This design comes from an exercise in tuning for small area and a short achievable clock period on the open sky130 flow, not from production work.
Power figures rest on the tool's default switching activity, not on a simulated workload.

==> job 1878 <==
// reflex_core
module reflex_core (
    input wire clk,
    input wire rst_n,
    input wire signed [15:0] z_pos,
    input wire signed [15:0] z_vel,
    input wire signed [15:0] kp_gain,
    input wire signed [15:0] kd_gain,
    input wire signed [15:0] vel_threshold,
    output wire signed [15:0] u_out,
    output reg guardian_active
);
==> flow/config.mk <==
export PLATFORM = sky130hd
export DESIGN_NAME = reflex_core
export DESIGN_NICKNAME = reflex_core
export VERILOG_FILES = /design/flow/design.v
export SDC_FILE = /design/flow/constraint.sdc
export NUM_CORES = 4
export LEC_CHECK = 0
export CAP_MARGIN = 20
export CORE_MARGIN = 2
export CORE_UTILIZATION = 40
export SLEW_MARGIN = 20
export SYNTH_HIERARCHICAL = 1
==> flow/constraint.sdc <==
create_clock -name core_clock -period 8.0 [get_ports {clk}]
set_input_delay 1.6000 -clock core_clock [delete_from_list [all_inputs] [get_ports {clk}]]
set_output_delay 1.6000 -clock core_clock [all_outputs]
set_load 0.01 [all_outputs]
run.sh (not shown) runs the stock make flow with config.mk's settings and CLKGATE_MAP_FILE= SYNTH_SCRIPT=/design/flow/synth_recipe.tcl, a recipe that flattens the netlist after the stock synthesis.
==> job 4755 (differences from job 1878) <==
--- a/flow/design.v
+++ b/flow/design.v
@@ -6,14 +6,15 @@
     input wire signed [15:0] kp_gain,
     input wire signed [15:0] kd_gain,
     input wire signed [15:0] vel_threshold,
     output wire signed [15:0] u_out,
     output reg guardian_active
 );
-    wire [15:0] nthr = -vel_threshold;
-    wire g = ($signed(z_vel) > $signed(vel_threshold)) | ($signed(z_vel) < $signed(nthr));
+    wire [16:0] g_dif = {vel_threshold[15], vel_threshold} - {z_vel[15], z_vel};
+    wire [16:0] g_sum = {z_vel[15], z_vel} + {vel_threshold[15], vel_threshold};
+    wire g = g_dif[16] | (g_sum[16] & ~(vel_threshold == 16'h8000));
     wire [7:0] bp_one_d, bp_two_d, bp_ngn_d;
     wire [7:0] bd_one_d, bd_two_d, bd_ngn_d;
     assign bp_one_d[0] = ~(kp_gain[0] ^ 1'b0);
     assign bp_two_d[0] = ~((kp_gain[1] & ~kp_gain[0] & ~1'b0) | (~kp_gain[1] & kp_gain[0] & 1'b0));
     assign bp_ngn_d[0] = ~kp_gain[1] & (kp_gain[0] | 1'b0);
     assign bp_one_d[1] = ~(kp_gain[2] ^ kp_gain[1]);
@@ -1391,14 +1392,23 @@
         else vld_b <= vld_a;
     reg [63:0] cs;
     always @(posedge clk) cs <= {c1042, dt544, s1041, c1040, s1039, c1038, s1037, c1036, s1035, c1034, s1033, c1032, s1031, c1030, s1029, c1028, s1027, c1026, s1025, c1024, s1023, c1022, s1021, c1020, s1019, c1018, s1017, c1016, s1015, c1014, s1013, c1012, s1011, c1010, s1009, c1008, s1007, c1006, s1005, c1004, s1003, c1002, s1001, c1000, s999, c998, s997, c996, s995, c994, s993, c992, s991, c990, s989, c988, s987, c986, s985, c984, s983, c982, s981, s923};
     wire [31:0] ra = {cs[62], cs[60], cs[58], cs[56], cs[54], cs[52], cs[50], cs[48], cs[46], cs[44], cs[42], cs[40], cs[38], cs[36], cs[34], cs[32], cs[30], cs[28], cs[26], cs[24], cs[22], cs[20], cs[18], cs[16], cs[14], cs[12], cs[10], cs[8], cs[6], cs[4], cs[2], cs[0]};
     wire [31:0] rb = {cs[63], cs[61], cs[59], cs[57], cs[55], cs[53], cs[51], cs[49], cs[47], cs[45], cs[43], cs[41], cs[39], cs[37], cs[35], cs[33], cs[31], cs[29], cs[27], cs[25], cs[23], cs[21], cs[19], cs[17], cs[15], cs[13], cs[11], cs[9], cs[7], cs[5], cs[3], cs[1]};
     wire [31:0] r = ra + rb;
-    wire sat_hi = ~r[31] & ((|r[30:11]) | (r[10:0] > 11'd2000));
-    wire sat_lo = r[31] & (~(&r[30:11]) | (r[10:0] < 11'd48));
+    wire [31:0] rp = ra ^ rb;
+    wire [31:0] rk = ~(ra | rb);
+    wire [31:0] rg = ra & rb;
+    wire [11:0] rlo = {1'b0, ra[10:0]} + {1'b0, rb[10:0]};
+    wire c11 = rlo[11];
+    wire z_hi = &(rp[30:12] ^ rk[29:11]) & (rp[11] == c11);
+    wire o_hi = &(rp[30:12] ^ rg[29:11]) & (rp[11] != c11);
+    wire gt2000 = (&rlo[10:5]) | ((rlo[10:4] == 7'b1111101) & (|rlo[3:0]));
+    wire lt48 = ~(|rlo[10:6]) & ~(rlo[5] & rlo[4]);
+    wire sat_hi = ~r[31] & (~z_hi | gt2000);
+    wire sat_lo = r[31] & (~o_hi | lt48);
     assign u_out = ~vld_b ? 16'd0 : sat_hi ? 16'd2000 : sat_lo ? 16'hf830 : r[15:0];
 endmodule
 module rc_fa (input wire a, input wire b, input wire c, output wire s, output wire co);
     assign s = a ^ b ^ c;
     assign co = (a & b) | (a & c) | (b & c);
 endmodule
Settings changed: SETUP_SLACK_MARGIN set to 3.0.
==> qor summary <==
quantity	job 4755	job 1878
Initial DRC count	744	966
Detailed placement HPWL	37900 um	40600 um
Worst slack on hold paths	351 ps	355 ps
Internal cell power	4.37 mW	4.35 mW
Actual transition at the worst max-transition pin	1130 ps	1080 ps
Sequential cell area fraction in the yosys report	18.3%	17.9%
Inverter count	133	103
Post-synth top area share	30.0%	28.0%
Vias per cell	5.60	5.86
Sequential Power Share	15.7%	14.7%
DR vias	12200	13400
Layout filler cell count	3729	3930
Net count after synthesis	2007	2097
Net Sw Frac	48.1%	49.3%
Global Route met3 Usage	4.64%	4.14%
Clk pwr share	9.2%	9.1%
Result of the run	timing/DRC/antenna clean	timing/DRC/antenna clean
CORE AREA	0.0400 mm^2	0.0409 mm^2
Clock tree buffer count of the final layout	17	21
Total length of routed wires	44800 um	47600 um
Proportion of cell area occupied by multi-input gates	68.3%	69.4%
Startpoint of the lowest-slack register-to-register path	bp_ngn[2]	bp_ngn[5]
Utilization after layout	46.5%	45.6%
Proportion of layout cells with a drive suffix above 1	7.31%	4.40%
Function was not checked in any run of this note: the RTL went through the layout flow alone.

afterwards: timing with drivers on the ports:
The flow's constraints put no driver on any port. The routed layouts listed below were extracted and timed again, unchanged, in two steps. Step 1: set_driving_cell puts a clkbuf_16 on clk and a buf_2 on each other input, an assumption about the parent block. Step 2, shift: input delay + t, output delay - t, t = (earliest + latest rising clock arrival at the registers) / 2. This alone moves slack from input paths to output paths. a / b / c = no drivers / after step 1 / after step 2; a / b = the first two.
run | shift t [ns] | setup WS [ns] | worst register clock-pin slew, ns
job 1878 | 0.493 | 1.955 / 1.904 / 2.398 | 0.07 / 0.07
job 4755 | 0.485 | 2.951 / 2.907 / 3.090 | 0.07 / 0.07
After both steps setup and hold are still met in every run listed.
